What follows belongs to an exercise in optimizing a design on an open flow for small area, a short achievable clock period and few clock cycles; a production flow would make more cautious choices.
The RTL was checked by simulation tests, not by an equivalence proof against the original design.

### flow/flow/run.sh
#!/bin/bash
set -euo pipefail
bash standard.sh MATCH_CELL_FOOTPRINT=0 'BUFFER_PORTS_ARGS=-buffer_cell sky130_fd_sc_hd__buf_2' finish > standard.log 2>&1
### flow/standard.sh
#!/bin/bash
# synth_recipe.tcl (not shown) runs the flow's synth.tcl, then flattens the netlist and writes it again
# the make line also repeats each setting of config.mk as NAME=value (left out here)
make -C /OpenROAD-flow-scripts/flow DESIGN_CONFIG=/design/flow/config.mk WORK_HOME=/design/flow/orfs CLKGATE_MAP_FILE= SYNTH_SCRIPT=/design/flow/synth_recipe.tcl "${@:-finish}"
### flow/config.mk
export PLATFORM = sky130hd
export DESIGN_NAME = goldschmidt_divider_q4_4
export DESIGN_NICKNAME = goldschmidt_divider_q4_4
export VERILOG_FILES = /design/flow/design.v
export SDC_FILE = /design/flow/constraint.sdc
export NUM_CORES = 4
export LEC_CHECK = 0
export ABC_AREA = 1
export CAP_MARGIN = 20
export CORE_MARGIN = 2
export CORE_UTILIZATION = 55
export SETUP_SLACK_MARGIN = 1.5
export SLEW_MARGIN = 20
### flow/constraint.sdc
create_clock -name core_clock -period 8.0 [get_ports {clk}]
set_input_delay 1.6000 -clock core_clock [delete_from_list [all_inputs] [get_ports {clk}]]
set_output_delay 1.6000 -clock core_clock [all_outputs]
set_load 0.01 [all_outputs]
### flow/design.v
module goldschmidt_divider_q4_4 (
    input  wire       clk,
    input  wire       rst_n,
    input  wire       start,
    input  wire [7:0] numerator,
    input  wire [7:0] denominator,
    output wire [7:0] quotient,
    output reg        valid,
    output reg        error
);
    reg busy;
    always @(posedge clk or negedge rst_n) begin
        if (!rst_n) begin
            busy  <= 1'b0;
            valid <= 1'b0;
        end else begin
            busy  <= start;
            valid <= busy;
        end
    end
    wire       sgn0 = numerator[7] ^ denominator[7];
    wire [7:0] nr0  = numerator[7]   ? -numerator   : numerator;
    wire [7:0] dr0  = denominator[7] ? -denominator : denominator;
    reg [2:0] p0, cls0;
    always @(*) begin
        casez (dr0)
            8'b1???????: begin p0 = 3'd7; cls0 = dr0[6:4]; end
            8'b01??????: begin p0 = 3'd6; cls0 = dr0[5:3]; end
            8'b001?????: begin p0 = 3'd5; cls0 = dr0[4:2]; end
            8'b0001????: begin p0 = 3'd4; cls0 = dr0[3:1]; end
            8'b00001???: begin p0 = 3'd3; cls0 = dr0[2:0]; end
            8'b000001??: begin p0 = 3'd2; cls0 = {dr0[1:0], 1'b0}; end
            8'b0000001?: begin p0 = 3'd1; cls0 = {dr0[0], 2'b0}; end
            default:     begin p0 = 3'd0; cls0 = 3'd0; end
        endcase
    end
    reg [4:0] bd0, bd1;
    reg [2:0] bd2;
    always @(*) begin
        case ({nr0[2:0], 1'b0})
            4'b0000:          bd0 = 5'b00000;
            4'b0010:          bd0 = 5'b00001;
            4'b0100:          bd0 = 5'b00010;
            4'b0110:          bd0 = 5'b00100;
            4'b1000:          bd0 = 5'b11000;
            4'b1010:          bd0 = 5'b10100;
            4'b1100:          bd0 = 5'b10010;
            default:          bd0 = 5'b10001;
        endcase
        case (nr0[5:2])
            4'b0000, 4'b1111: bd1 = 5'b00000;
            4'b0001, 4'b0010: bd1 = 5'b00001;
            4'b0011, 4'b0100: bd1 = 5'b00010;
            4'b0101, 4'b0110: bd1 = 5'b00100;
            4'b0111:          bd1 = 5'b01000;
            4'b1000:          bd1 = 5'b11000;
            4'b1001, 4'b1010: bd1 = 5'b10100;
            4'b1011, 4'b1100: bd1 = 5'b10010;
            default:          bd1 = 5'b10001;
        endcase
        bd2 = {1'b0, nr0[7] | (nr0[6] & nr0[5]), ~nr0[7] & (nr0[6] ^ nr0[5])};
    end
    wire [12:0] k1a0 = ({13{cls0 == 3'd0}} & 13'd7224) |
        ({13{cls0 == 3'd1}} & 13'd6783) |
        ({13{cls0 == 3'd2}} & 13'd6240) |
        ({13{cls0 == 3'd3}} & 13'd5840) |
        ({13{cls0 == 3'd4}} & 13'd5328) |
        ({13{cls0 == 3'd5}} & 13'd5004) |
        ({13{cls0 == 3'd6}} & 13'd4658) |
        ({13{cls0 == 3'd7}} & 13'd4369);
    wire [14:0] k3a0 = ({15{cls0 == 3'd0}} & 15'd21672) |
        ({15{cls0 == 3'd1}} & 15'd20349) |
        ({15{cls0 == 3'd2}} & 15'd18720) |
        ({15{cls0 == 3'd3}} & 15'd17520) |
        ({15{cls0 == 3'd4}} & 15'd15984) |
        ({15{cls0 == 3'd5}} & 15'd15012) |
        ({15{cls0 == 3'd6}} & 15'd13974) |
        ({15{cls0 == 3'd7}} & 15'd13107);
    wire [7:0] rom0;
    wire rom_n16, rom_n17, rom_n18, rom_n19, rom_n20, rom_n21, rom_n22,
    rom_n23, rom_n24, rom_n25, rom_n26, rom_n27, rom_n28, rom_n29, rom_n30,
    rom_n31, rom_n32, rom_n33, rom_n34, rom_n35, rom_n36, rom_n37, rom_n38,
    rom_n39, rom_n40, rom_n41, rom_n42, rom_n43, rom_n44, rom_n45, rom_n46,
    rom_n47, rom_n48, rom_n49, rom_n50, rom_n51, rom_n52, rom_n53, rom_n54,
    rom_n55, rom_n56, rom_n57, rom_n58, rom_n59, rom_n60, rom_n61, rom_n62,
    rom_n63, rom_n64, rom_n65, rom_n66, rom_n67, rom_n68, rom_n69, rom_n70,
    rom_n71, rom_n72, rom_n73, rom_n74, rom_n75, rom_n76, rom_n77, rom_n78,
    rom_n79, rom_n80, rom_n81, rom_n82, rom_n83, rom_n84, rom_n85, rom_n86,
    rom_n87, rom_n88, rom_n89, rom_n90, rom_n91, rom_n92, rom_n93, rom_n94,
    rom_n95, rom_n96, rom_n97, rom_n98, rom_n99, rom_n100, rom_n102,
    rom_n103, rom_n104, rom_n105, rom_n106, rom_n107, rom_n108, rom_n109,
    rom_n110, rom_n111, rom_n112, rom_n113, rom_n114, rom_n115, rom_n116,
    rom_n117, rom_n118, rom_n119, rom_n120, rom_n121, rom_n122, rom_n123,
    rom_n124, rom_n125, rom_n126, rom_n127, rom_n128, rom_n129, rom_n130,
    rom_n131, rom_n132, rom_n133, rom_n134, rom_n135, rom_n136, rom_n137,
    rom_n138, rom_n139, rom_n140, rom_n141, rom_n142, rom_n143, rom_n144,
    rom_n145, rom_n146, rom_n147, rom_n148, rom_n149, rom_n150, rom_n151,
    rom_n152, rom_n153, rom_n154, rom_n155, rom_n156, rom_n158, rom_n159,
    rom_n160, rom_n161, rom_n162, rom_n163, rom_n164, rom_n165, rom_n166,
    rom_n167, rom_n168, rom_n169, rom_n170, rom_n171, rom_n172, rom_n173,
    rom_n174, rom_n175, rom_n176, rom_n177, rom_n178, rom_n179, rom_n180,
    rom_n181, rom_n182, rom_n183, rom_n184, rom_n185, rom_n187, rom_n188,
    rom_n189, rom_n190, rom_n191, rom_n192, rom_n193, rom_n194, rom_n195,
    rom_n196, rom_n197, rom_n198, rom_n199, rom_n200, rom_n201, rom_n202,
    rom_n203, rom_n204, rom_n205, rom_n206, rom_n207, rom_n208, rom_n209,
    rom_n210, rom_n211, rom_n212, rom_n213, rom_n214, rom_n215, rom_n216,
    rom_n217, rom_n218, rom_n219, rom_n220, rom_n221, rom_n222, rom_n223,
    rom_n224, rom_n225, rom_n226, rom_n227, rom_n228, rom_n230, rom_n231,
    rom_n232, rom_n233, rom_n234, rom_n235, rom_n236, rom_n237, rom_n238,
    rom_n239, rom_n240, rom_n241, rom_n242, rom_n243, rom_n244, rom_n245,
    rom_n246, rom_n247, rom_n248, rom_n249, rom_n251, rom_n252, rom_n253,
    rom_n254, rom_n255, rom_n256, rom_n257, rom_n258, rom_n259, rom_n260,
    rom_n261, rom_n262, rom_n263, rom_n264, rom_n265, rom_n266, rom_n267,
    rom_n269, rom_n270, rom_n271, rom_n272, rom_n273, rom_n274, rom_n275,
    rom_n276, rom_n277, rom_n278, rom_n279, rom_n280, rom_n281, rom_n282,
    rom_n283, rom_n284, rom_n285, rom_n286, rom_n287, rom_n288, rom_n289,
    rom_n290, rom_n291, rom_n293, rom_n294, rom_n295, rom_n296, rom_n297,
    rom_n298, rom_n299, rom_n300, rom_n301, rom_n302, rom_n303, rom_n304,
    rom_n305, rom_n306, rom_n307, rom_n308, rom_n309, rom_n310, rom_n311,
    rom_n312, rom_n313, rom_n314;
    assign rom_n16 = nr0[1] & nr0[4];
    assign rom_n17 = ~nr0[6] & ~rom_n16;
    assign rom_n18 = nr0[6] & rom_n16;
    assign rom_n19 = nr0[5] & ~nr0[6];
    assign rom_n20 = ~nr0[5] & nr0[6];
    assign rom_n21 = ~rom_n19 & ~rom_n20;
    assign rom_n22 = ~rom_n18 & rom_n21;
    assign rom_n23 = ~rom_n17 & rom_n22;
    assign rom_n24 = nr0[2] & rom_n20;
    assign rom_n25 = ~nr0[1] & ~nr0[4];
    assign rom_n26 = nr0[5] & rom_n25;
    assign rom_n27 = ~rom_n24 & ~rom_n26;
    assign rom_n28 = ~rom_n23 & rom_n27;
    assign rom_n29 = nr0[3] & ~rom_n28;
    assign rom_n30 = ~nr0[2] & rom_n20;
    assign rom_n31 = nr0[1] & ~nr0[2];
    assign rom_n32 = rom_n19 & ~rom_n31;
    assign rom_n33 = ~rom_n30 & ~rom_n32;
    assign rom_n34 = nr0[3] & nr0[6];
    assign rom_n35 = ~rom_n16 & rom_n34;
    assign rom_n36 = rom_n16 & rom_n20;
    assign rom_n37 = ~rom_n35 & ~rom_n36;
    assign rom_n38 = ~rom_n16 & ~rom_n20;
    assign rom_n39 = rom_n37 & ~rom_n38;
    assign rom_n40 = ~rom_n33 & rom_n39;
    assign rom_n41 = nr0[1] & ~nr0[6];
    assign rom_n42 = ~nr0[3] & ~rom_n19;
    assign rom_n43 = ~rom_n16 & rom_n42;
    assign rom_n44 = rom_n41 & rom_n43;
    assign rom_n45 = ~nr0[3] & nr0[4];
    assign rom_n46 = nr0[5] & rom_n45;
    assign rom_n47 = ~nr0[1] & ~nr0[2];
    assign rom_n48 = nr0[5] & nr0[6];
    assign rom_n49 = rom_n47 & rom_n48;
    assign rom_n50 = ~rom_n46 & rom_n49;
    assign rom_n51 = nr0[1] & nr0[2];
    assign rom_n52 = ~nr0[3] & ~nr0[6];
    assign rom_n53 = nr0[4] & rom_n52;
    assign rom_n54 = ~rom_n51 & rom_n53;
    assign rom_n55 = rom_n46 & ~rom_n47;
    assign rom_n56 = ~rom_n54 & ~rom_n55;
    assign rom_n57 = ~rom_n50 & rom_n56;
    assign rom_n58 = ~rom_n44 & rom_n57;
    assign rom_n59 = ~rom_n40 & rom_n58;
    assign rom_n60 = ~rom_n29 & rom_n59;
    assign rom_n61 = ~nr0[0] & nr0[1];
    assign rom_n62 = ~nr0[0] & nr0[4];
    assign rom_n63 = ~rom_n19 & rom_n62;
    assign rom_n64 = ~rom_n61 & ~rom_n63;
    assign rom_n65 = ~rom_n18 & ~rom_n64;
    assign rom_n66 = nr0[1] & ~rom_n62;
    assign rom_n67 = ~rom_n20 & ~rom_n41;
    assign rom_n68 = ~rom_n66 & rom_n67;
    assign rom_n69 = nr0[0] & ~nr0[3];
    assign rom_n70 = ~rom_n21 & rom_n69;
    assign rom_n71 = nr0[3] & ~nr0[4];
    assign rom_n72 = rom_n20 & rom_n71;
    assign rom_n73 = ~nr0[0] & ~nr0[5];
    assign rom_n74 = nr0[3] & rom_n73;
    assign rom_n75 = ~rom_n72 & ~rom_n74;
    assign rom_n76 = ~rom_n70 & rom_n75;
    assign rom_n77 = ~rom_n68 & rom_n76;
    assign rom_n78 = nr0[2] & ~rom_n77;
    assign rom_n79 = rom_n19 & rom_n71;
    assign rom_n80 = nr0[0] & nr0[4];
    assign rom_n81 = ~rom_n19 & rom_n80;
    assign rom_n82 = ~nr0[1] & ~rom_n45;
    assign rom_n83 = ~rom_n81 & rom_n82;
    assign rom_n84 = ~rom_n79 & rom_n83;
    assign rom_n85 = rom_n78 & ~rom_n84;
    assign rom_n86 = ~rom_n65 & ~rom_n85;
    assign rom_n87 = nr0[0] & ~nr0[6];
    assign rom_n88 = ~rom_n86 & ~rom_n87;
    assign rom_n89 = ~rom_n60 & rom_n88;
    assign rom_n90 = ~nr0[6] & rom_n85;
    assign rom_n91 = nr0[0] & rom_n60;
    assign rom_n92 = ~rom_n90 & rom_n91;
    assign rom_n93 = ~rom_n89 & ~rom_n92;
    assign rom_n94 = nr0[2] & rom_n19;
    assign rom_n95 = ~rom_n20 & ~rom_n94;
    assign rom_n96 = ~rom_n34 & ~rom_n52;
    assign rom_n97 = ~nr0[2] & rom_n96;
    assign rom_n98 = rom_n95 & ~rom_n97;
    assign rom_n99 = ~nr0[0] & rom_n25;
    assign rom_n100 = ~rom_n98 & rom_n99;
    assign rom0[0] = ~rom_n93 | rom_n100;
    assign rom_n102 = ~rom_n16 & ~rom_n25;
    assign rom_n103 = nr0[5] & rom_n80;
    assign rom_n104 = ~nr0[6] & ~rom_n103;
    assign rom_n105 = rom_n102 & rom_n104;
    assign rom_n106 = ~rom_n85 & rom_n105;
    assign rom_n107 = ~rom_n20 & ~rom_n106;
    assign rom_n108 = ~rom_n93 & rom_n107;
    assign rom_n109 = nr0[4] & ~rom_n108;
    assign rom_n110 = rom_n19 & rom_n47;
    assign rom_n111 = nr0[2] & nr0[6];
    assign rom_n112 = ~rom_n20 & ~rom_n111;
    assign rom_n113 = nr0[1] & ~nr0[5];
    assign rom_n114 = ~rom_n112 & ~rom_n113;
    assign rom_n115 = ~rom_n110 & ~rom_n114;
    assign rom_n116 = rom_n69 & ~rom_n115;
    assign rom_n117 = ~nr0[2] & ~nr0[5];
    assign rom_n118 = nr0[0] & ~nr0[1];
    assign rom_n119 = ~rom_n61 & ~rom_n118;
    assign rom_n120 = rom_n117 & rom_n119;
    assign rom_n121 = rom_n34 & ~rom_n118;
    assign rom_n122 = rom_n112 & rom_n121;
    assign rom_n123 = ~rom_n120 & ~rom_n122;
    assign rom_n124 = ~nr0[3] & rom_n61;
    assign rom_n125 = rom_n20 & rom_n124;
    assign rom_n126 = rom_n51 & rom_n74;
    assign rom_n127 = ~rom_n125 & ~rom_n126;
    assign rom_n128 = rom_n123 & rom_n127;
    assign rom_n129 = ~nr0[3] & rom_n118;
    assign rom_n130 = ~rom_n61 & rom_n94;
    assign rom_n131 = ~rom_n129 & rom_n130;
    assign rom_n132 = ~nr0[0] & nr0[5];
    assign rom_n133 = rom_n31 & rom_n132;
    assign rom_n134 = nr0[2] & rom_n118;
    assign rom_n135 = rom_n21 & rom_n134;
    assign rom_n136 = ~rom_n133 & ~rom_n135;
    assign rom_n137 = ~rom_n131 & rom_n136;
    assign rom_n138 = rom_n128 & rom_n137;
    assign rom_n139 = ~rom_n116 & rom_n138;
    assign rom_n140 = rom_n109 & rom_n139;
    assign rom_n141 = ~nr0[1] & nr0[4];
    assign rom_n142 = nr0[4] & ~nr0[5];
    assign rom_n143 = ~rom_n45 & ~rom_n142;
    assign rom_n144 = rom_n141 & rom_n143;
    assign rom_n145 = rom_n87 & rom_n144;
    assign rom_n146 = rom_n37 & ~rom_n145;
    assign rom_n147 = rom_n16 & ~rom_n78;
    assign rom_n148 = ~rom_n146 & ~rom_n147;
    assign rom_n149 = ~nr0[0] & ~rom_n37;
    assign rom_n150 = ~nr0[2] & ~rom_n149;
    assign rom_n151 = ~rom_n148 & ~rom_n150;
    assign rom_n152 = ~nr0[3] & ~nr0[5];
    assign rom_n153 = ~rom_n151 & rom_n152;
    assign rom_n154 = ~rom_n108 & rom_n153;
    assign rom_n155 = ~rom_n109 & ~rom_n139;
    assign rom_n156 = ~rom_n154 & ~rom_n155;
    assign rom0[1] = ~rom_n140 & rom_n156;
    assign rom_n158 = ~nr0[3] & rom_n25;
    assign rom_n159 = rom_n132 & rom_n158;
    assign rom_n160 = nr0[3] & rom_n25;
    assign rom_n161 = rom_n21 & rom_n160;
    assign rom_n162 = rom_n20 & rom_n118;
    assign rom_n163 = ~rom_n161 & ~rom_n162;
    assign rom_n164 = ~rom_n159 & rom_n163;
    assign rom_n165 = ~rom_n145 & rom_n164;
    assign rom_n166 = ~nr0[2] & ~rom_n165;
    assign rom_n167 = rom_n17 & ~rom_n46;
    assign rom_n168 = ~rom_n96 & ~rom_n167;
    assign rom_n169 = ~nr0[5] & ~nr0[6];
    assign rom_n170 = rom_n158 & rom_n169;
    assign rom_n171 = ~rom_n168 & ~rom_n170;
    assign rom_n172 = rom_n98 & rom_n142;
    assign rom_n173 = rom_n171 & rom_n172;
    assign rom_n174 = ~rom_n85 & ~rom_n173;
    assign rom_n175 = ~rom_n166 & rom_n174;
    assign rom_n176 = ~rom_n51 & rom0[1];
    assign rom_n177 = ~nr0[2] & rom_n25;
    assign rom_n178 = ~rom_n24 & ~rom_n177;
    assign rom_n179 = rom_n43 & rom_n178;
    assign rom_n180 = ~rom_n176 & rom_n179;
    assign rom_n181 = rom_n175 & ~rom_n180;
    assign rom_n182 = rom_n19 & rom_n31;
    assign rom_n183 = ~rom_n155 & rom_n182;
    assign rom_n184 = rom_n30 & rom_n62;
    assign rom_n185 = ~rom_n183 & ~rom_n184;
    assign rom0[2] = ~rom_n181 | ~rom_n185;
    assign rom_n187 = rom_n20 & ~rom_n181;
    assign rom_n188 = rom_n45 & ~rom_n168;
    assign rom_n189 = ~nr0[2] & ~rom_n80;
    assign rom_n190 = rom_n119 & rom_n189;
    assign rom_n191 = nr0[2] & nr0[4];
    assign rom_n192 = ~nr0[5] & ~rom_n191;
    assign rom_n193 = ~rom_n190 & ~rom_n192;
    assign rom_n194 = ~nr0[3] & nr0[6];
    assign rom_n195 = ~nr0[4] & ~rom_n194;
    assign rom_n196 = ~rom_n160 & rom_n195;
    assign rom_n197 = rom_n193 & rom_n196;
    assign rom_n198 = ~rom_n188 & ~rom_n197;
    assign rom_n199 = nr0[6] & rom_n193;
    assign rom_n200 = nr0[3] & ~rom_n199;
    assign rom_n201 = nr0[5] & rom_n66;
    assign rom_n202 = rom_n104 & ~rom_n201;
    assign rom_n203 = ~rom_n85 & ~rom_n202;
    assign rom_n204 = ~nr0[1] & rom_n73;
    assign rom_n205 = ~nr0[0] & rom_n85;
    assign rom_n206 = ~rom_n204 & ~rom_n205;
    assign rom_n207 = ~rom_n203 & rom_n206;
    assign rom_n208 = rom_n200 & ~rom_n207;
    assign rom_n209 = ~rom_n198 & ~rom_n208;
    assign rom_n210 = nr0[4] & rom_n33;
    assign rom_n211 = nr0[3] & ~rom_n210;
    assign rom_n212 = ~rom_n197 & rom_n211;
    assign rom_n213 = ~rom_n166 & rom_n212;
    assign rom_n214 = ~rom_n209 & ~rom_n213;
    assign rom_n215 = ~rom_n187 & rom_n214;
    assign rom_n216 = rom_n30 & rom_n45;
    assign rom_n217 = ~nr0[0] & ~rom_n72;
    assign rom_n218 = ~rom_n216 & rom_n217;
    assign rom_n219 = ~rom_n215 & ~rom_n218;
    assign rom_n220 = rom_n42 & ~rom_n195;
    assign rom_n221 = rom0[0] & rom_n220;
    assign rom_n222 = ~nr0[0] & ~rom_n221;
    assign rom_n223 = rom_n215 & rom_n222;
    assign rom_n224 = ~rom_n219 & ~rom_n223;
    assign rom_n225 = rom_n16 & ~rom_n21;
    assign rom_n226 = nr0[0] & ~rom_n38;
    assign rom_n227 = ~rom_n225 & rom_n226;
    assign rom_n228 = ~rom_n214 & rom_n227;
    assign rom0[3] = rom_n224 | rom_n228;
    assign rom_n230 = nr0[2] & ~nr0[4];
    assign rom_n231 = ~rom_n151 & ~rom_n230;
    assign rom_n232 = nr0[0] & rom_n48;
    assign rom_n233 = ~nr0[6] & ~rom_n71;
    assign rom_n234 = ~rom_n141 & rom_n233;
    assign rom_n235 = ~rom_n232 & ~rom_n234;
    assign rom_n236 = ~rom_n131 & ~rom_n235;
    assign rom_n237 = ~rom_n224 & rom_n236;
    assign rom_n238 = ~rom_n166 & ~rom_n224;
    assign rom_n239 = ~rom_n52 & ~rom_n113;
    assign rom_n240 = rom_n102 & rom_n239;
    assign rom_n241 = rom_n171 & ~rom_n240;
    assign rom_n242 = ~rom_n238 & rom_n241;
    assign rom_n243 = ~rom_n237 & ~rom_n242;
    assign rom_n244 = ~rom_n231 & ~rom_n243;
    assign rom_n245 = ~nr0[2] & nr0[4];
    assign rom_n246 = ~rom_n146 & rom_n245;
    assign rom_n247 = ~rom0[1] & rom_n246;
    assign rom_n248 = rom_n231 & ~rom_n247;
    assign rom_n249 = rom_n243 & rom_n248;
    assign rom0[4] = rom_n244 | rom_n249;
    assign rom_n251 = rom_n169 & rom_n177;
    assign rom_n252 = ~rom_n111 & ~rom_n251;
    assign rom_n253 = ~nr0[0] & ~rom_n252;
    assign rom_n254 = rom_n52 & rom_n189;
    assign rom_n255 = ~nr0[5] & rom_n158;
    assign rom_n256 = ~rom_n144 & ~rom_n255;
    assign rom_n257 = ~rom_n254 & rom_n256;
    assign rom_n258 = ~rom_n253 & ~rom_n257;
    assign rom_n259 = nr0[5] & ~rom_n102;
    assign rom_n260 = ~rom_n80 & ~rom_n259;
    assign rom_n261 = rom0[1] & ~rom_n260;
    assign rom_n262 = ~rom_n192 & rom_n194;
    assign rom_n263 = ~rom_n261 & rom_n262;
    assign rom_n264 = ~rom_n173 & ~rom_n208;
    assign rom_n265 = ~rom_n263 & rom_n264;
    assign rom_n266 = nr0[4] & rom_n204;
    assign rom_n267 = ~rom_n265 & ~rom_n266;
    assign rom0[5] = rom_n258 | rom_n267;
    assign rom_n269 = nr0[0] & nr0[2];
    assign rom_n270 = ~nr0[0] & ~nr0[2];
    assign rom_n271 = rom_n20 & ~rom_n270;
    assign rom_n272 = ~rom_n269 & rom_n271;
    assign rom_n273 = rom_n16 & ~rom_n272;
    assign rom_n274 = ~rom_n237 & rom_n273;
    assign rom_n275 = ~nr0[1] & nr0[5];
    assign rom_n276 = ~rom_n191 & rom_n275;
    assign rom_n277 = ~rom_n93 & rom_n276;
    assign rom_n278 = rom_n21 & ~rom_n117;
    assign rom_n279 = ~rom_n69 & ~rom_n278;
    assign rom_n280 = rom_n69 & rom_n95;
    assign rom_n281 = rom_n25 & ~rom_n280;
    assign rom_n282 = ~rom_n279 & rom_n281;
    assign rom_n283 = ~rom_n277 & ~rom_n282;
    assign rom_n284 = ~rom_n274 & rom_n283;
    assign rom_n285 = ~rom_n200 & ~rom_n284;
    assign rom_n286 = nr0[1] & ~rom_n142;
    assign rom_n287 = nr0[6] & ~rom_n286;
    assign rom_n288 = ~rom_n20 & rom_n286;
    assign rom_n289 = ~rom_n287 & ~rom_n288;
    assign rom_n290 = ~rom_n265 & rom_n289;
    assign rom_n291 = ~rom_n106 & ~rom_n290;
    assign rom0[6] = rom_n285 | ~rom_n291;
    assign rom_n293 = ~nr0[1] & rom_n175;
    assign rom_n294 = nr0[0] & ~rom_n293;
    assign rom_n295 = rom_n175 & rom_n200;
    assign rom_n296 = ~rom_n294 & ~rom_n295;
    assign rom_n297 = ~rom_n277 & rom_n296;
    assign rom_n298 = rom_n106 & rom_n208;
    assign rom_n299 = ~nr0[1] & rom_n34;
    assign rom_n300 = rom_n143 & ~rom_n299;
    assign rom_n301 = nr0[2] & ~rom_n45;
    assign rom_n302 = ~rom_n300 & ~rom_n301;
    assign rom_n303 = ~rom_n72 & ~rom_n302;
    assign rom_n304 = ~rom_n298 & rom_n303;
    assign rom_n305 = ~rom_n297 & rom_n304;
    assign rom_n306 = nr0[1] & rom_n34;
    assign rom_n307 = ~rom_n141 & ~rom_n306;
    assign rom_n308 = rom0[2] & rom_n307;
    assign rom_n309 = ~nr0[0] & ~rom_n308;
    assign rom_n310 = ~rom_n305 & ~rom_n309;
    assign rom_n311 = rom_n47 & rom_n52;
    assign rom_n312 = rom_n300 & ~rom_n311;
    assign rom_n313 = ~rom_n208 & rom_n312;
    assign rom_n314 = rom_n309 & rom_n313;
    assign rom0[7] = rom_n310 | rom_n314;
    wire dz0   = (denominator == 8'd0);
    wire eq0   = (nr0 == dr0);
    wire d160  = (dr0 == 8'h10) & nr0[7];
    wire d1280 = (denominator == 8'h80);
    reg [7:0] spec0;
    always @(*) begin
        if (dz0)       spec0 = 8'h00;
        else if (eq0)  spec0 = 8'h10;
        else if (d160) spec0 = 8'h80;
        else           spec0 = rom0;
    end
    wire       bsa0 = bd0[4], bsa1 = bd1[4];
    wire [4:1] bma0 = bd0[3:0], bma1 = bd1[3:0];
    wire [4:1] bma2 = {2'b00, bd2[1:0]};
    wire ppa0_0 = (bsa0 ^ ((bma0[1] & k1a0[0]) | (bma0[3] & k3a0[0])));
    wire ppa0_1 = (bsa0 ^ ((bma0[1] & k1a0[1]) | (bma0[2] & k1a0[0]) | (bma0[3] & k3a0[1])));
    wire ppa0_2 = (bsa0 ^ ((bma0[1] & k1a0[2]) | (bma0[2] & k1a0[1]) | (bma0[3] & k3a0[2]) | (bma0[4] & k1a0[0])));
    wire ppa0_3 = (bsa0 ^ ((bma0[1] & k1a0[3]) | (bma0[2] & k1a0[2]) | (bma0[3] & k3a0[3]) | (bma0[4] & k1a0[1])));
    wire ppa0_4 = (bsa0 ^ ((bma0[1] & k1a0[4]) | (bma0[2] & k1a0[3]) | (bma0[3] & k3a0[4]) | (bma0[4] & k1a0[2])));
    wire ppa0_5 = (bsa0 ^ ((bma0[1] & k1a0[5]) | (bma0[2] & k1a0[4]) | (bma0[3] & k3a0[5]) | (bma0[4] & k1a0[3])));
    wire ppa0_6 = (bsa0 ^ ((bma0[1] & k1a0[6]) | (bma0[2] & k1a0[5]) | (bma0[3] & k3a0[6]) | (bma0[4] & k1a0[4])));
    wire ppa0_7 = (bsa0 ^ ((bma0[1] & k1a0[7]) | (bma0[2] & k1a0[6]) | (bma0[3] & k3a0[7]) | (bma0[4] & k1a0[5])));
    wire ppa0_8 = (bsa0 ^ ((bma0[1] & k1a0[8]) | (bma0[2] & k1a0[7]) | (bma0[3] & k3a0[8]) | (bma0[4] & k1a0[6])));
    wire ppa0_9 = (bsa0 ^ ((bma0[1] & k1a0[9]) | (bma0[2] & k1a0[8]) | (bma0[3] & k3a0[9]) | (bma0[4] & k1a0[7])));
    wire ppa0_10 = (bsa0 ^ ((bma0[1] & k1a0[10]) | (bma0[2] & k1a0[9]) | (bma0[3] & k3a0[10]) | (bma0[4] & k1a0[8])));
    wire ppa0_11 = (bsa0 ^ ((bma0[1] & k1a0[11]) | (bma0[2] & k1a0[10]) | (bma0[3] & k3a0[11]) | (bma0[4] & k1a0[9])));
    wire ppa0_12 = (bsa0 ^ ((bma0[1] & k1a0[12]) | (bma0[2] & k1a0[11]) | (bma0[3] & k3a0[12]) | (bma0[4] & k1a0[10])));
    wire ppa0_13 = (bsa0 ^ ((bma0[2] & k1a0[12]) | (bma0[3] & k3a0[13]) | (bma0[4] & k1a0[11])));
    wire ppa0_14 = (bsa0 ^ ((bma0[3] & k3a0[14]) | (bma0[4] & k1a0[12])));
    wire [14:0] ppa0 = {ppa0_14, ppa0_13, ppa0_12, ppa0_11, ppa0_10, ppa0_9, ppa0_8, ppa0_7, ppa0_6, ppa0_5, ppa0_4, ppa0_3, ppa0_2, ppa0_1, ppa0_0};
    wire ppa1_0 = (bsa1 ^ ((bma1[1] & k1a0[0]) | (bma1[3] & k3a0[0])));
    wire ppa1_1 = (bsa1 ^ ((bma1[1] & k1a0[1]) | (bma1[2] & k1a0[0]) | (bma1[3] & k3a0[1])));
    wire ppa1_2 = (bsa1 ^ ((bma1[1] & k1a0[2]) | (bma1[2] & k1a0[1]) | (bma1[3] & k3a0[2]) | (bma1[4] & k1a0[0])));
    wire ppa1_3 = (bsa1 ^ ((bma1[1] & k1a0[3]) | (bma1[2] & k1a0[2]) | (bma1[3] & k3a0[3]) | (bma1[4] & k1a0[1])));
    wire ppa1_4 = (bsa1 ^ ((bma1[1] & k1a0[4]) | (bma1[2] & k1a0[3]) | (bma1[3] & k3a0[4]) | (bma1[4] & k1a0[2])));
    wire ppa1_5 = (bsa1 ^ ((bma1[1] & k1a0[5]) | (bma1[2] & k1a0[4]) | (bma1[3] & k3a0[5]) | (bma1[4] & k1a0[3])));
    wire ppa1_6 = (bsa1 ^ ((bma1[1] & k1a0[6]) | (bma1[2] & k1a0[5]) | (bma1[3] & k3a0[6]) | (bma1[4] & k1a0[4])));
    wire ppa1_7 = (bsa1 ^ ((bma1[1] & k1a0[7]) | (bma1[2] & k1a0[6]) | (bma1[3] & k3a0[7]) | (bma1[4] & k1a0[5])));
    wire ppa1_8 = (bsa1 ^ ((bma1[1] & k1a0[8]) | (bma1[2] & k1a0[7]) | (bma1[3] & k3a0[8]) | (bma1[4] & k1a0[6])));
    wire ppa1_9 = (bsa1 ^ ((bma1[1] & k1a0[9]) | (bma1[2] & k1a0[8]) | (bma1[3] & k3a0[9]) | (bma1[4] & k1a0[7])));
    wire ppa1_10 = (bsa1 ^ ((bma1[1] & k1a0[10]) | (bma1[2] & k1a0[9]) | (bma1[3] & k3a0[10]) | (bma1[4] & k1a0[8])));
    wire ppa1_11 = (bsa1 ^ ((bma1[1] & k1a0[11]) | (bma1[2] & k1a0[10]) | (bma1[3] & k3a0[11]) | (bma1[4] & k1a0[9])));
    wire ppa1_12 = (bsa1 ^ ((bma1[1] & k1a0[12]) | (bma1[2] & k1a0[11]) | (bma1[3] & k3a0[12]) | (bma1[4] & k1a0[10])));
    wire ppa1_13 = (bsa1 ^ ((bma1[2] & k1a0[12]) | (bma1[3] & k3a0[13]) | (bma1[4] & k1a0[11])));
    wire ppa1_14 = (bsa1 ^ ((bma1[3] & k3a0[14]) | (bma1[4] & k1a0[12])));
    wire [14:0] ppa1 = {ppa1_14, ppa1_13, ppa1_12, ppa1_11, ppa1_10, ppa1_9, ppa1_8, ppa1_7, ppa1_6, ppa1_5, ppa1_4, ppa1_3, ppa1_2, ppa1_1, ppa1_0};
    wire ppa2_0 = ((bma2[1] & k1a0[0]));
    wire ppa2_1 = ((bma2[1] & k1a0[1]) | (bma2[2] & k1a0[0]));
    wire ppa2_2 = ((bma2[1] & k1a0[2]) | (bma2[2] & k1a0[1]));
    wire ppa2_3 = ((bma2[1] & k1a0[3]) | (bma2[2] & k1a0[2]));
    wire ppa2_4 = ((bma2[1] & k1a0[4]) | (bma2[2] & k1a0[3]));
    wire ppa2_5 = ((bma2[1] & k1a0[5]) | (bma2[2] & k1a0[4]));
    wire ppa2_6 = ((bma2[1] & k1a0[6]) | (bma2[2] & k1a0[5]));
    wire ppa2_7 = ((bma2[1] & k1a0[7]) | (bma2[2] & k1a0[6]));
    wire ppa2_8 = ((bma2[1] & k1a0[8]) | (bma2[2] & k1a0[7]));
    wire ppa2_9 = ((bma2[1] & k1a0[9]) | (bma2[2] & k1a0[8]));
    wire ppa2_10 = ((bma2[1] & k1a0[10]) | (bma2[2] & k1a0[9]));
    wire ppa2_11 = ((bma2[1] & k1a0[11]) | (bma2[2] & k1a0[10]));
    wire ppa2_12 = ((bma2[1] & k1a0[12]) | (bma2[2] & k1a0[11]));
    wire ppa2_13 = ((bma2[2] & k1a0[12]));
    wire [13:0] ppa2 = {ppa2_13, ppa2_12, ppa2_11, ppa2_10, ppa2_9, ppa2_8, ppa2_7, ppa2_6, ppa2_5, ppa2_4, ppa2_3, ppa2_2, ppa2_1, ppa2_0};
    reg [14:0] pp0, pp1;
    reg [13:0] pp2;
    reg        bs0, bs1;
    reg [2:0]  pa, cls;
    reg        sgna, dza, usespa;
    reg [7:0]  speca;
    always @(posedge clk) begin
        pp0    <= ppa0;
        pp1    <= ppa1;
        pp2    <= ppa2;
        bs0    <= bsa0;
        bs1    <= bsa1;
        pa     <= p0;
        cls    <= cls0;
        sgna   <= sgn0;
        dza    <= dz0;
        usespa <= dz0 | eq0 | d160 | d1280;
        speca  <= spec0;
    end
    wire m1_1;
    wire m1_2;
    wire m1_3;
    wire m1_4;
    wire m1_5;
    wire m1_6;
    wire m1_7;
    wire m1_8;
    wire m1_9;
    wire m1_10;
    wire m1_11;
    wire m1_12;
    wire m1_13;
    wire m1_14;
    wire m1_15;
    wire m1_16;
    wire m1_17;
    wire m1_18;
    wire m1_19;
    wire m1_20;
    wire m1_21;
    wire m1_22;
    wire m1_23;
    wire m1_24;
    wire m1_25;
    wire m1_26;
    wire m1_27;
    wire m1_28;
    wire m1_29;
    wire m1_30;
    wire m1_31;
    wire m1_32;
    wire m1_33;
    wire m1_34;
    assign m1_1 = bs1 ^ pp0[3];
    assign m1_2 = bs1 & pp0[3];
    assign m1_3 = pp0[4] ^ pp1[1];
    assign m1_4 = pp0[4] & pp1[1];
    assign m1_5 = pp0[5] ^ pp1[2];
    assign m1_6 = pp0[5] & pp1[2];
    assign m1_7 = pp0[6] ^ pp1[3] ^ pp2[0];
    assign m1_8 = (pp0[6] & pp1[3]) | (pp0[6] & pp2[0]) | (pp1[3] & pp2[0]);
    assign m1_9 = pp0[7] ^ pp1[4] ^ pp2[1];
    assign m1_10 = (pp0[7] & pp1[4]) | (pp0[7] & pp2[1]) | (pp1[4] & pp2[1]);
    assign m1_11 = pp0[8] ^ pp1[5] ^ pp2[2];
    assign m1_12 = (pp0[8] & pp1[5]) | (pp0[8] & pp2[2]) | (pp1[5] & pp2[2]);
    assign m1_13 = pp0[9] ^ pp1[6] ^ pp2[3];
    assign m1_14 = (pp0[9] & pp1[6]) | (pp0[9] & pp2[3]) | (pp1[6] & pp2[3]);
    assign m1_15 = pp0[10] ^ pp1[7] ^ pp2[4];
    assign m1_16 = (pp0[10] & pp1[7]) | (pp0[10] & pp2[4]) | (pp1[7] & pp2[4]);
    assign m1_17 = pp0[11] ^ pp1[8] ^ pp2[5];
    assign m1_18 = (pp0[11] & pp1[8]) | (pp0[11] & pp2[5]) | (pp1[8] & pp2[5]);
    assign m1_19 = pp0[12] ^ pp1[9] ^ pp2[6];
    assign m1_20 = (pp0[12] & pp1[9]) | (pp0[12] & pp2[6]) | (pp1[9] & pp2[6]);
    assign m1_21 = pp0[13] ^ pp1[10] ^ pp2[7];
    assign m1_22 = (pp0[13] & pp1[10]) | (pp0[13] & pp2[7]) | (pp1[10] & pp2[7]);
    assign m1_23 = pp0[14] ^ pp1[11] ^ pp2[8];
    assign m1_24 = (pp0[14] & pp1[11]) | (pp0[14] & pp2[8]) | (pp1[11] & pp2[8]);
    assign m1_25 = bs0 ^ pp1[12] ^ pp2[9];
    assign m1_26 = (bs0 & pp1[12]) | (bs0 & pp2[9]) | (pp1[12] & pp2[9]);
    assign m1_27 = bs0 ^ pp1[13] ^ pp2[10];
    assign m1_28 = (bs0 & pp1[13]) | (bs0 & pp2[10]) | (pp1[13] & pp2[10]);
    assign m1_29 = bs0 ^ pp1[14] ^ pp2[11];
    assign m1_30 = (bs0 & pp1[14]) | (bs0 & pp2[11]) | (pp1[14] & pp2[11]);
    assign m1_31 = ~bs0 ^ ~bs1 ^ pp2[12];
    assign m1_32 = (~bs0 & ~bs1) | (~bs0 & pp2[12]) | (~bs1 & pp2[12]);
    assign m1_33 = 1'b1 ^ pp2[13];
    assign m1_34 = 1'b1 & pp2[13];
    wire [19:0] x_a = {m1_33, m1_31, m1_29, m1_27, m1_25, m1_23, m1_21, m1_19, m1_17, m1_15, m1_13, m1_11, m1_9, m1_7, m1_5, m1_3, m1_1, pp0[2], pp0[1], bs0};
    wire [19:0] x_b = {m1_32, m1_30, m1_28, m1_26, m1_24, m1_22, m1_20, m1_18, m1_16, m1_14, m1_12, m1_10, m1_8, m1_6, m1_4, m1_2, pp1[0], 1'b0, 1'b0, pp0[0]};
    wire [19:0] x  = x_a + x_b;
    wire [11:0] n2 = x[19:8];
    wire [1:0] s3 = ({2{cls == 3'd1}} & 2'd1) |
        ({2{cls == 3'd2}} & 2'd2) |
        ({2{cls == 3'd3}} & 2'd2) |
        ({2{cls == 3'd4}} & 2'd2) |
        ({2{cls == 3'd5}} & 2'd2) |
        ({2{cls == 3'd6}} & 2'd2) |
        ({2{cls == 3'd7}} & 2'd2);
    wire [1:0] es = ({2{cls == 3'd0}} & 2'd1) |
        ({2{cls == 3'd2}} & 2'd2) |
        ({2{cls == 3'd4}} & 2'd1);
    wire [2:0] e1 = ({3{cls == 3'd0}} & 3'd1) |
        ({3{cls == 3'd1}} & 3'd4) |
        ({3{cls == 3'd2}} & 3'd7) |
        ({3{cls == 3'd3}} & 3'd2) |
        ({3{cls == 3'd4}} & 3'd1) |
        ({3{cls == 3'd7}} & 3'd1);
    wire [2:0] e2 = ({3{cls == 3'd0}} & 3'd4) |
        ({3{cls == 3'd1}} & 3'd1) |
        ({3{cls == 3'd3}} & 3'd1) |
        ({3{cls == 3'd4}} & 3'd2) |
        ({3{cls == 3'd5}} & 3'd1) |
        ({3{cls == 3'd6}} & 3'd1);
    wire [19:0] c2 = ({20{cls == 3'd0}} & 20'd1040385) |
        ({20{cls == 3'd2}} & 20'd1015812) |
        ({20{cls == 3'd4}} & 20'd1040385);
    wire es_0 = es[0], es_1 = es[1];
    wire e1_0 = e1[0], e1_1 = e1[1], e1_2 = e1[2];
    wire e2_0 = e2[0], e2_1 = e2[1], e2_2 = e2[2];
    wire m2_1;
    wire m2_2;
    wire m2_3;
    wire m2_4;
    wire m2_5;
    wire m2_6;
    wire m2_7;
    wire m2_8;
    wire m2_9;
    wire m2_10;
    wire m2_11;
    wire m2_12;
    wire m2_13;
    wire m2_14;
    wire m2_15;
    wire m2_16;
    wire m2_17;
    wire m2_18;
    wire m2_19;
    wire m2_20;
    wire m2_21;
    wire m2_22;
    wire m2_23;
    wire m2_24;
    wire m2_25;
    wire m2_26;
    wire m2_27;
    wire m2_28;
    wire m2_29;
    wire m2_30;
    wire m2_31;
    wire m2_32;
    wire m2_33;
    wire m2_34;
    wire m2_35;
    wire m2_36;
    wire m2_37;
    wire m2_38;
    wire m2_39;
    wire m2_40;
    wire m2_41;
    wire m2_42;
    wire m2_43;
    wire m2_44;
    wire m2_45;
    wire m2_46;
    wire m2_47;
    wire m2_48;
    wire m2_49;
    wire m2_50;
    wire m2_51;
    wire m2_52;
    wire m2_53;
    wire m2_54;
    assign m2_1 = n2[0] ^ (es_0 ^ ((e1_0 & n2[8]) | (e2_0 & n2[7])));
    assign m2_2 = n2[0] & (es_0 ^ ((e1_0 & n2[8]) | (e2_0 & n2[7])));
    assign m2_3 = n2[1] ^ (es_0 ^ ((e1_0 & n2[9]) | (e2_0 & n2[8]))) ^ (es_1 ^ ((e1_1 & n2[7]) | (e2_1 & n2[6])));
    assign m2_4 = (n2[1] & (es_0 ^ ((e1_0 & n2[9]) | (e2_0 & n2[8])))) | (n2[1] & (es_1 ^ ((e1_1 & n2[7]) | (e2_1 & n2[6])))) | ((es_0 ^ ((e1_0 & n2[9]) | (e2_0 & n2[8]))) & (es_1 ^ ((e1_1 & n2[7]) | (e2_1 & n2[6]))));
    assign m2_5 = n2[2] ^ (es_0 ^ ((e1_0 & n2[10]) | (e2_0 & n2[9]))) ^ (es_1 ^ ((e1_1 & n2[8]) | (e2_1 & n2[7])));
    assign m2_6 = (n2[2] & (es_0 ^ ((e1_0 & n2[10]) | (e2_0 & n2[9])))) | (n2[2] & (es_1 ^ ((e1_1 & n2[8]) | (e2_1 & n2[7])))) | ((es_0 ^ ((e1_0 & n2[10]) | (e2_0 & n2[9]))) & (es_1 ^ ((e1_1 & n2[8]) | (e2_1 & n2[7]))));
    assign m2_7 = n2[3] ^ (es_0 ^ ((e1_0 & n2[11]) | (e2_0 & n2[10]))) ^ (es_1 ^ ((e1_1 & n2[9]) | (e2_1 & n2[8])));
    assign m2_8 = (n2[3] & (es_0 ^ ((e1_0 & n2[11]) | (e2_0 & n2[10])))) | (n2[3] & (es_1 ^ ((e1_1 & n2[9]) | (e2_1 & n2[8])))) | ((es_0 ^ ((e1_0 & n2[11]) | (e2_0 & n2[10]))) & (es_1 ^ ((e1_1 & n2[9]) | (e2_1 & n2[8]))));
    assign m2_9 = n2[4] ^ (es_0 ^ ((e2_0 & n2[11]))) ^ (es_1 ^ ((e1_1 & n2[10]) | (e2_1 & n2[9])));
    assign m2_10 = (n2[4] & (es_0 ^ ((e2_0 & n2[11])))) | (n2[4] & (es_1 ^ ((e1_1 & n2[10]) | (e2_1 & n2[9])))) | ((es_0 ^ ((e2_0 & n2[11]))) & (es_1 ^ ((e1_1 & n2[10]) | (e2_1 & n2[9]))));
    assign m2_11 = n2[5] ^ c2[13] ^ (es_1 ^ ((e1_1 & n2[11]) | (e2_1 & n2[10])));
    assign m2_12 = (n2[5] & c2[13]) | (n2[5] & (es_1 ^ ((e1_1 & n2[11]) | (e2_1 & n2[10])))) | (c2[13] & (es_1 ^ ((e1_1 & n2[11]) | (e2_1 & n2[10]))));
    assign m2_13 = n2[6] ^ c2[14] ^ (es_1 ^ ((e2_1 & n2[11])));
    assign m2_14 = (n2[6] & c2[14]) | (n2[6] & (es_1 ^ ((e2_1 & n2[11])))) | (c2[14] & (es_1 ^ ((e2_1 & n2[11]))));
    assign m2_15 = n2[7] ^ c2[15];
    assign m2_16 = n2[7] & c2[15];
    assign m2_17 = n2[8] ^ c2[16];
    assign m2_18 = n2[8] & c2[16];
    assign m2_19 = c2[2] ^ (es_0 ^ ((e1_0 & n2[2]) | (e2_0 & n2[1])));
    assign m2_20 = c2[2] & (es_0 ^ ((e1_0 & n2[2]) | (e2_0 & n2[1])));
    assign m2_21 = (es_0 ^ ((e1_0 & n2[3]) | (e2_0 & n2[2]))) ^ (es_1 ^ ((e1_1 & n2[1]) | (e2_1 & n2[0])));
    assign m2_22 = (es_0 ^ ((e1_0 & n2[3]) | (e2_0 & n2[2]))) & (es_1 ^ ((e1_1 & n2[1]) | (e2_1 & n2[0])));
    assign m2_23 = (es_0 ^ ((e1_0 & n2[4]) | (e2_0 & n2[3]))) ^ (es_1 ^ ((e1_1 & n2[2]) | (e2_1 & n2[1]))) ^ ((e1_2 & n2[0]));
    assign m2_24 = ((es_0 ^ ((e1_0 & n2[4]) | (e2_0 & n2[3]))) & (es_1 ^ ((e1_1 & n2[2]) | (e2_1 & n2[1])))) | ((es_0 ^ ((e1_0 & n2[4]) | (e2_0 & n2[3]))) & ((e1_2 & n2[0]))) | ((es_1 ^ ((e1_1 & n2[2]) | (e2_1 & n2[1]))) & ((e1_2 & n2[0])));
    assign m2_25 = (es_0 ^ ((e1_0 & n2[5]) | (e2_0 & n2[4]))) ^ (es_1 ^ ((e1_1 & n2[3]) | (e2_1 & n2[2]))) ^ ((e1_2 & n2[1]) | (e2_2 & n2[0]));
    assign m2_26 = ((es_0 ^ ((e1_0 & n2[5]) | (e2_0 & n2[4]))) & (es_1 ^ ((e1_1 & n2[3]) | (e2_1 & n2[2])))) | ((es_0 ^ ((e1_0 & n2[5]) | (e2_0 & n2[4]))) & ((e1_2 & n2[1]) | (e2_2 & n2[0]))) | ((es_1 ^ ((e1_1 & n2[3]) | (e2_1 & n2[2]))) & ((e1_2 & n2[1]) | (e2_2 & n2[0])));
    assign m2_27 = (es_0 ^ ((e1_0 & n2[6]) | (e2_0 & n2[5]))) ^ (es_1 ^ ((e1_1 & n2[4]) | (e2_1 & n2[3]))) ^ ((e1_2 & n2[2]) | (e2_2 & n2[1]));
    assign m2_28 = ((es_0 ^ ((e1_0 & n2[6]) | (e2_0 & n2[5]))) & (es_1 ^ ((e1_1 & n2[4]) | (e2_1 & n2[3])))) | ((es_0 ^ ((e1_0 & n2[6]) | (e2_0 & n2[5]))) & ((e1_2 & n2[2]) | (e2_2 & n2[1]))) | ((es_1 ^ ((e1_1 & n2[4]) | (e2_1 & n2[3]))) & ((e1_2 & n2[2]) | (e2_2 & n2[1])));
    assign m2_29 = (es_0 ^ ((e1_0 & n2[7]) | (e2_0 & n2[6]))) ^ (es_1 ^ ((e1_1 & n2[5]) | (e2_1 & n2[4]))) ^ ((e1_2 & n2[3]) | (e2_2 & n2[2]));
    assign m2_30 = ((es_0 ^ ((e1_0 & n2[7]) | (e2_0 & n2[6]))) & (es_1 ^ ((e1_1 & n2[5]) | (e2_1 & n2[4])))) | ((es_0 ^ ((e1_0 & n2[7]) | (e2_0 & n2[6]))) & ((e1_2 & n2[3]) | (e2_2 & n2[2]))) | ((es_1 ^ ((e1_1 & n2[5]) | (e2_1 & n2[4]))) & ((e1_2 & n2[3]) | (e2_2 & n2[2])));
    assign m2_31 = (es_1 ^ ((e1_1 & n2[6]) | (e2_1 & n2[5]))) ^ ((e1_2 & n2[4]) | (e2_2 & n2[3])) ^ m2_1;
    assign m2_32 = ((es_1 ^ ((e1_1 & n2[6]) | (e2_1 & n2[5]))) & ((e1_2 & n2[4]) | (e2_2 & n2[3]))) | ((es_1 ^ ((e1_1 & n2[6]) | (e2_1 & n2[5]))) & m2_1) | (((e1_2 & n2[4]) | (e2_2 & n2[3])) & m2_1);
    assign m2_33 = ((e1_2 & n2[5]) | (e2_2 & n2[4])) ^ m2_2 ^ m2_3;
    assign m2_34 = (((e1_2 & n2[5]) | (e2_2 & n2[4])) & m2_2) | (((e1_2 & n2[5]) | (e2_2 & n2[4])) & m2_3) | (m2_2 & m2_3);
    assign m2_35 = ((e1_2 & n2[6]) | (e2_2 & n2[5])) ^ m2_4 ^ m2_5;
    assign m2_36 = (((e1_2 & n2[6]) | (e2_2 & n2[5])) & m2_4) | (((e1_2 & n2[6]) | (e2_2 & n2[5])) & m2_5) | (m2_4 & m2_5);
    assign m2_37 = ((e1_2 & n2[7]) | (e2_2 & n2[6])) ^ m2_6 ^ m2_7;
    assign m2_38 = (((e1_2 & n2[7]) | (e2_2 & n2[6])) & m2_6) | (((e1_2 & n2[7]) | (e2_2 & n2[6])) & m2_7) | (m2_6 & m2_7);
    assign m2_39 = ((e1_2 & n2[8]) | (e2_2 & n2[7])) ^ m2_8 ^ m2_9;
    assign m2_40 = (((e1_2 & n2[8]) | (e2_2 & n2[7])) & m2_8) | (((e1_2 & n2[8]) | (e2_2 & n2[7])) & m2_9) | (m2_8 & m2_9);
    assign m2_41 = ((e1_2 & n2[9]) | (e2_2 & n2[8])) ^ m2_10 ^ m2_11;
    assign m2_42 = (((e1_2 & n2[9]) | (e2_2 & n2[8])) & m2_10) | (((e1_2 & n2[9]) | (e2_2 & n2[8])) & m2_11) | (m2_10 & m2_11);
    assign m2_43 = ((e1_2 & n2[10]) | (e2_2 & n2[9])) ^ m2_12 ^ m2_13;
    assign m2_44 = (((e1_2 & n2[10]) | (e2_2 & n2[9])) & m2_12) | (((e1_2 & n2[10]) | (e2_2 & n2[9])) & m2_13) | (m2_12 & m2_13);
    assign m2_45 = m2_15 ^ ((e1_2 & n2[11]) | (e2_2 & n2[10])) ^ m2_14;
    assign m2_46 = (m2_15 & ((e1_2 & n2[11]) | (e2_2 & n2[10]))) | (m2_15 & m2_14) | (((e1_2 & n2[11]) | (e2_2 & n2[10])) & m2_14);
    assign m2_47 = m2_16 ^ m2_17 ^ ((e2_2 & n2[11]));
    assign m2_48 = (m2_16 & m2_17) | (m2_16 & ((e2_2 & n2[11]))) | (m2_17 & ((e2_2 & n2[11])));
    assign m2_49 = n2[9] ^ c2[17] ^ m2_18;
    assign m2_50 = (n2[9] & c2[17]) | (n2[9] & m2_18) | (c2[17] & m2_18);
    assign m2_51 = n2[10] ^ c2[18];
    assign m2_52 = n2[10] & c2[18];
    assign m2_53 = n2[11] ^ c2[19];
    assign m2_54 = n2[11] & c2[19];
    wire [19:0] y_a = {m2_53, m2_51, m2_49, m2_47, m2_45, m2_43, m2_41, m2_39, m2_37, m2_35, m2_33, m2_31, m2_29, m2_27, m2_25, m2_23, m2_21, m2_19, (es_0 ^ ((e1_0 & n2[1]) | (e2_0 & n2[0]))), c2[0]};
    wire [19:0] y_b = {m2_52, m2_50, m2_48, m2_46, m2_44, m2_42, m2_40, m2_38, m2_36, m2_34, m2_32, m2_30, m2_28, m2_26, m2_24, m2_22, m2_20, (es_1 ^ ((e1_1 & n2[0]))), 1'b0, (es_0 ^ ((e1_0 & n2[0])))};
    wire [19:0] y  = y_a + y_b;
    reg [11:0] n3;
    reg        sg;
    reg [2:0]  pb;
    reg [1:0]  sb;
    always @(posedge clk) begin
        n3    <= usespa ? {3'd0, speca, 1'b0} : y[19:8];
        pb    <= usespa ? 3'd0 : pa;
        sb    <= usespa ? 2'd3 : s3;
        sg    <= sgna;
        error <= dza;
    end
    wire [5:0]  n3s = (sb == 2'd0) ? n3[11:6] :
                      (sb == 2'd1) ? {1'b0, n3[11:7]} :
                      (sb == 2'd2) ? {2'b0, n3[11:8]} : 6'd0;
    wire [12:0] n4  = {1'b0, n3} + {7'd0, n3s};
    wire [6:0]  ph = 7'd1 << pb;
    wire [8:0]  t = ({9{ph[0]}} & n4[8:0])  | ({9{ph[1]}} & n4[9:1])  |
                    ({9{ph[2]}} & n4[10:2]) | ({9{ph[3]}} & n4[11:3]) |
                    ({9{ph[4]}} & n4[12:4]) | ({9{ph[5]}} & {1'b0, n4[12:5]}) |
                    ({9{ph[6]}} & {2'b0, n4[12:6]});
    assign quotient = (t[8:1] ^ {8{sg}}) + {7'd0, t[0] ^ sg};
endmodule
==> results of run 1 <==
==> metrics by stage <==
stage | instances | instance area, sq um
2_1_floorplan | 1358 | 9100
3_3_place_gp | 1583 | 9420
3_5_place_dp | 1583 | 9420
4_1_cts | 1599 | 9750
5_1_grt | 1601 | 9800
6_report | 1601 | 9800
==> cells by family after synthesis <==
kind of cell,synth area share (%)
compound gates,20.6
fa+ha+maj,15.5
simple gates,26.2
xor+xnor,8.16
flops,18.6
buf+inv,10.9
==> layer usage <==
layer / part of all wire (%) / track usage [%] / vias to the layer above
li1: - / - / 4572
met1: 46 / 38.8 / 4160
met2: 45 / 45.5 / 351
met3: 6.1 / 4.14 / 55
met4: 2.5 / 8.84 / 0
met5: 0 / 0 / -
==> final timing paths <==
check / cells after the start / slack, ns / endpoint
min in group asynchronous: 1 / 1.04 / valid
min: 0 / 0.33 / sg
max: 38 / 2.00 / n3[8]
max reg2reg: 38 / 2.00 / n3[8]
max in group asynchronous: 1 / 6.87 / busy
min reg2reg: 0 / 0.33 / sg
==> cells in the mapped netlist, types with 4 or more instances <==
cell,number,area share [%]
a221oi_1,6,0.58
nand2_1,274,11
o22ai_1,49,3.4
clkbuf_1,13,0.54
a31oi_1,9,0.62
nor2_1,109,4.5
inv_2,28,1.2
nor2_4,4,0.50
o2111ai_1,6,0.58
xor2_1,68,6.5
o21ai_1,26,1.4
nand4_1,14,0.96
fa_1,33,7.3
a21oi_1,77,4.2
nand2_2,8,0.55
nor2_2,8,0.55
o21bai_1,4,0.33
clkinv_1,4,0.16
or2_2,14,0.96
inv_1,196,8.1
a22oi_1,8,0.66
nand3_1,71,3.9
o21ai_0,61,3.4
dfxtp_1,82,18
nor3_1,20,1.1
a211oi_1,6,0.50
a221oi_2,4,0.66
ha_1,60,8.3
xnor2_1,13,1.3
buf_2,7,0.39
o221ai_1,18,1.7
o211ai_1,8,0.66
==> worst max-delay path, delay by kind of cell (launching register included) <==
family                   cells  cell delay [ns]
AO/OA/AOI/OAI                8             1.05
AND/OR/NAND/NOR             18             1.78
XOR/XNOR                     2             0.49
buffers and inverters        5             0.35
adder cells (fa/ha/maj)      5             1.92
flip-flops                   1             0.31
==> repair_timing <==
| item | 4_1_cts | 5_1_grt |
|---|---|---|
| endpoints found under the setup margin | 0 | 3 |
| gates resized for setup | 0 | 7 |
| buffers inserted | 0 | 2 |
| hold buffers | 0 | 0 |
==> final cells by class <==
class	count	area share (%)
clock buffers	9	2.30
clock inverters	7	1.07
inverters	231	8.92
multi-input cells	1017	65.8
flip-flops and latches	84	17.3
well taps	220	2.81
repair buffers	33	1.81
==> flip-flops by register name (all words and copies together) (netlist names), 2 cells and up <==
register / count
pp0: 15
pp1: 15
pp2: 14
n3: 12
speca: 8
cls: 3
pa: 3
pb: 3
sb: 2
==> reports/qor.tcl, run 1 <==
set qor(status) {no timing/DRC/antenna violations}
set qor(cts_made_buffers) 9
set qor(synthesis.nets) 1470
set qor(worst-endpoint-required_ns) 8.23
set qor(timing_worst_slew_pin_value_ns) 1.07
set qor(cts_max_path_buffers) 2
set qor(fmax_mhz) 167
set qor(tritoncts) {built}
set qor(timing.final.crit_share_pct) 75.0
set qor(timing.critical_path.slowest_cell_delay_ns) 0.49
set qor(holdCritStartpoint) {sgna}
set qor(hpwl_mm) 19.6
set qor(drt_first_iter_violations) 670
set qor(core_area_sq_um) 16300
set qor(most_frequent_cells_in_the_layout) {273 x nand2_1, 195 x inv_1, 109 x nor2_1, 82 x dfxtp_1, 77 x a21oi_1}
set qor(flow.area_growth_from_synthesis_pct) 7.76
set qor(crit-reg2reg-launch) {pp0[5]}
set qor(synth_cell_type_count) 59
set qor(number_of_global_route_vias_before_repair) 8444
set qor(worstHoldPathType) {reg -> reg}
set qor(drv_cap) 0
set qor(grt_first_pass_wirelength_mm) 40.9
set qor(chipHeight_um) 133
set qor(crit_path_end_kind) {flop}
set qor(netlist_area_sq_um) 9100
set qor(numClockSinks) 84
set qor(std_cell_rows) 47
set qor(vias_per_cell) 5.71
set qor(crit_slowest_cell) {fa_1}
set qor(layout-drive-gt1-share_pct) 10.1
set qor(fill_cells) 1624
set qor(final-hold-violation-count) 0
set qor(setup_slack_after_layout_ns) 2.00
set qor(synth-seq-area-share_pct) 18.6
set qor(clk_pin_slew_ns) 0.07
set qor(slew_headroom_pct) 28.8
set qor(chipWidth_um) 133
set qor(cts-root-buf) {clkbuf_16}
set qor(cp_common_cell) {nand2_1}
set qor(grt_setup_unrepaired) {no}
set qor(synthesis.instances) 1358
set qor(setup_viol) 0
set qor(top_level_ports) 29
set qor(async_reset_ff_share_pct) 2.38
set qor(fin_worst_hold_slack_ns) 0.327
set qor(critPathLaunch) {pp0[5]}
set qor(layout.core_utilization_pct) 60.0
set qor(timing.final.max_slew_violations) 0
set qor(vias) 9138
set qor(synth-seq-cells) 84
set qor(die-area_sq_um) 17600
set qor(grt_antenna_before_repair) 0
set qor(totalNegativeSetupSlack_ns) 0
set qor(post_synth.cell_area_avg_sq_um) 6.70
set qor(multi_input_gate_area_sq_um) 6450
set qor(ys_warn_count) 1
set qor(grt_max_degree) 21
set qor(setup.worst_path.start_class) {flop}
set qor(antenna_cells) 0
set qor(wirelength_mm) 24.8
set qor(worst-endpoint-arrival_ns) 6.22
set qor(routabilityCongestion) 0.971
set qor(finClkSkew_ns) 0.00632
set qor(wl_per_cell_um) 15.5
set qor(final.min_clock_period_ns) 6.00
set qor(grt_remaining_overflow) 0
set qor(synth-edff-count) 0
set qor(drt-pass1-iter-count) 6
set qor(starting_density_pct) 55.6
set qor(detail-route-antenna-nets) 0
set qor(grt.total_usage_pct) 28.1
set qor(drcViolationCount) 0
set qor(synth_top_flop_cell) {dfxtp_1}
set qor(start_to_end_type_of_the_worst_setup_path) {reg -> reg}
set qor(path_max_fanout) 6
set qor(placement.setup.worst_slack_ns) 1.89
set qor(design.final.nets) 1488
set qor(clk-insertion-delay-late_ns) 0.34
set qor(port_buffers) 28
set qor(cts-htree-levels) 3
set qor(sequential_cell_area_sq_um) 1690
set qor(mostFrequentLayoutCell) {nand2_1}
Testbench counts, summed over its fixed seeds: cycles 32,000.
==> inputs of run 2 (changes only) <==
==> flow/flow/run.sh (replaced) <==
#!/bin/bash
# The standard layout (the standard.sh: ORFS synthesis to the final
# layout, unchanged), with two settings changed: timing repair may swap a cell
# for one of another footprint (sky130hd's platform config restricts repair to
# same-footprint sizes), and the buffer put on every input and output port is
# a buf_2 rather than the resizer's default pick. The whole ORFS run's output
# goes to standard.log.
set -euo pipefail
bash standard.sh MATCH_CELL_FOOTPRINT=0 'BUFFER_PORTS_ARGS=-buffer_cell sky130_fd_sc_hd__buf_2' finish > standard.log 2>&1
==> reports/qor.tcl, run 2 <==
set qor(synthesis.nets) 1470 ;# unchanged
set qor(wl_per_cell_um) 15.5 ;# unchanged
set qor(layout_top_registers) {pp0: 15 flops, pp1: 15 flops, pp2: 14 flops} ;# unchanged
set qor(timing.final.crit_share_pct) 75.0 ;# unchanged
set qor(clk-insertion-delay-late_ns) 0.34 ;# about the same
set qor(design.final.nets) 1488 ;# unchanged
set qor(cp_common_cell) {nand2_1} ;# unchanged
set qor(vias) 9138 ;# unchanged
set qor(synth-edff-count) 0 ;# unchanged
set qor(numClockSinks) 84 ;# unchanged
set qor(wirelength_mm) 24.8 ;# unchanged
set qor(crit_path_end_kind) {flop} ;# unchanged
set qor(worstHoldPathType) {reg -> reg} ;# unchanged
set qor(cts-root-buf) {clkbuf_16} ;# unchanged
set qor(grt_first_pass_wirelength_mm) 40.9 ;# unchanged
set qor(synth_most_common_cell) {nand2_1} ;# unchanged
set qor(async_reset_ff_share_pct) 2.38 ;# unchanged
set qor(hpwl_mm) 19.6 ;# unchanged
set qor(setup.worst_path.start_class) {flop} ;# unchanged
set qor(drt_first_iter_violations) 670 ;# unchanged
set qor(port_buffers) 28 ;# unchanged
set qor(vias_per_cell) 5.71 ;# unchanged
set qor(routabilityCongestion) 0.971 ;# unchanged
set qor(drt-pass1-iter-count) 6 ;# unchanged
set qor(most_frequent_cells_in_the_layout) {273 x nand2_1, 195 x inv_1, 109 x nor2_1, 82 x dfxtp_1, 77 x a21oi_1} ;# unchanged
set qor(drcViolationCount) 0 ;# unchanged
set qor(grt_antenna_before_repair) 0 ;# unchanged
set qor(chipHeight_um) 133 ;# unchanged
set qor(core_area_sq_um) 16300 ;# unchanged
set qor(synthesis.instances) 1358 ;# unchanged
set qor(chipWidth_um) 133 ;# unchanged
set qor(fmax_mhz) 167 ;# unchanged
set qor(flow.area_growth_from_synthesis_pct) 7.76 ;# unchanged
set qor(grt_max_degree) 21 ;# unchanged
set qor(finClkSkew_ns) 0.00632 ;# unchanged
set qor(grt_remaining_overflow) 0 ;# unchanged
set qor(tritoncts) {built} ;# unchanged
set qor(status) {no timing/DRC/antenna violations} ;# unchanged
set qor(synth_cell_type_count) 59 ;# unchanged
set qor(setup_viol) 0 ;# unchanged
set qor(path_max_fanout) 6 ;# unchanged
set qor(final.min_clock_period_ns) 6.00 ;# unchanged
set qor(netlist_area_sq_um) 9100 ;# unchanged
set qor(final-hold-violation-count) 0 ;# unchanged
set qor(mostFrequentLayoutCell) {nand2_1} ;# unchanged
set qor(top_level_ports) 29 ;# unchanged
set qor(cts-htree-levels) 3 ;# unchanged
set qor(synth-seq-cells) 84 ;# unchanged
set qor(grt.total_usage_pct) 28.1 ;# unchanged
set qor(post_synth.cell_area_avg_sq_um) 6.70 ;# unchanged
set qor(netlist_top_cells_count) {274 x nand2_1, 196 x inv_1, 109 x nor2_1} ;# unchanged
set qor(grt_setup_unrepaired) {no} ;# unchanged
set qor(final_cell_area_sq_um) 9800 ;# unchanged
set qor(start_to_end_type_of_the_worst_setup_path) {reg -> reg} ;# unchanged
set qor(antenna_cells) 0 ;# unchanged
set qor(number_of_global_route_vias_before_repair) 8444 ;# unchanged
set qor(synth_top_flop_cell) {dfxtp_1} ;# unchanged
set qor(drv_cap) 0 ;# unchanged
set qor(starting_density_pct) 55.6 ;# unchanged
set qor(yosys.area.top_type_share_pct) 18.0 ;# unchanged
set qor(dpl_cell_area_sq_um) 9420 ;# unchanged
set qor(layout-drive-gt1-share_pct) 10.1 ;# unchanged
set qor(slew_headroom_pct) 28.8 ;# unchanged
set qor(timing.critical_path.slowest_cell_delay_ns) 0.49 ;# about the same
set qor(cts_max_path_buffers) 2 ;# unchanged
[run 2: cell counts after synthesis]
No cell type changed its count.
[run 2: final timing paths]
check | start | endpoint | slack [ns] | depth (start not counted)
min reg2reg | sgna | sg | 0.33 | 0
min in group asynchronous | rst_n | valid | 1.04 | 1
max | pp0[5] | n3[8] | 2.00 | 38
max in group asynchronous | rst_n | busy | 6.87 | 1
min | sgna | sg | 0.33 | 0
max reg2reg | pp0[5] | n3[8] | 2.00 | 38
[run 2: per-stage QoR]
step	instances	hold slack (ns)	utilization, %	worst slack (ns)
after global routing	1601	0.331	60.0	1.45
final	1601	0.327	60.0	2.00
after global placement	1583	0.311	57.6	2.07
after detailed placement	1583	0.315	57.6	1.89
after CTS	1599	0.329	59.7	1.87
after floorplan	1358	0.310	-	2.46
[run 2: final cells by class]
cell class	instances	area, sq um
clock buffer	9	225
clock inverter	7	105
fill	1624	6550
inverter	231	875
multi-input combinational	1017	6450
sequential	84	1690
tap	220	275
timing repair buffer	33	178
[run 2: what timing repair did]
item                       4_1_cts  5_1_grt
hold buffers                     0        0
buffers inserted                 0        2
gates resized for setup          0        7
setup endpoints to repair        0        3
[run 2: critical path, delay by kind of cell, from the launching register on]
kind	cells	cell delay, ns
AO/OA/AOI/OAI	8	1.05
buffers and inverters	5	0.35
adder cells (fa/ha/maj)	5	1.92
AND/OR/NAND/NOR	18	1.78
flip-flops	1	0.31
XOR/XNOR	2	0.49
[run 2: routing by layer]
metal | global-route usage [%] | up-vias | wire length, um | share of wire [%]
met5 | 0 | - | 0 | 0
met4 | 8.84 | 0 | 623 | 2.5
met3 | 4.14 | 55 | 1520 | 6.1
met2 | 45.5 | 351 | 11200 | 45
met1 | 38.8 | 4160 | 11400 | 46
li1 | - | 4572 | - | -
[run 2: logic make-up (layout without fill, tap and decap cells)]
group | Yosys count | after routing | share of synthesized area, %
AND/OR/NAND/NOR | 540 | 540 | 26.2
flip-flops | 84 | 84 | 18.6
adder cells (fa/ha/maj) | 93 | 93 | 15.5
AO/OA/AOI/OAI | 301 | 301 | 20.6
buffers and inverters | 257 | 280 | 10.9
XOR/XNOR | 83 | 83 | 8.16

==> what the ideal ports hide <==
Ports are ideal in the flow. The routed layouts listed here were re-timed in OpenROAD. Step 1 sets driving cells, clkbuf_16 on the clock port and buf_2 on the other inputs (assumed; they add their load-dependent delay and slew). Step 2, shift: input delay + t, output delay - t, t = (earliest + latest rising clock arrival at the registers) / 2. This alone moves slack from input paths to output paths. Slacks: no drivers / after step 1 / after step 2; pairs: no drivers / after step 1.
run | t (ns) | slack for setup (ns) | worst data-port slew with drivers (ns)
run 1 | 0.378 | 2.004 / 2.004 / 2.004 | 0.03
run 2 | 0.378 | 2.004 / 2.004 / 2.004 | 0.03
After both steps setup and hold are still met in every run listed.
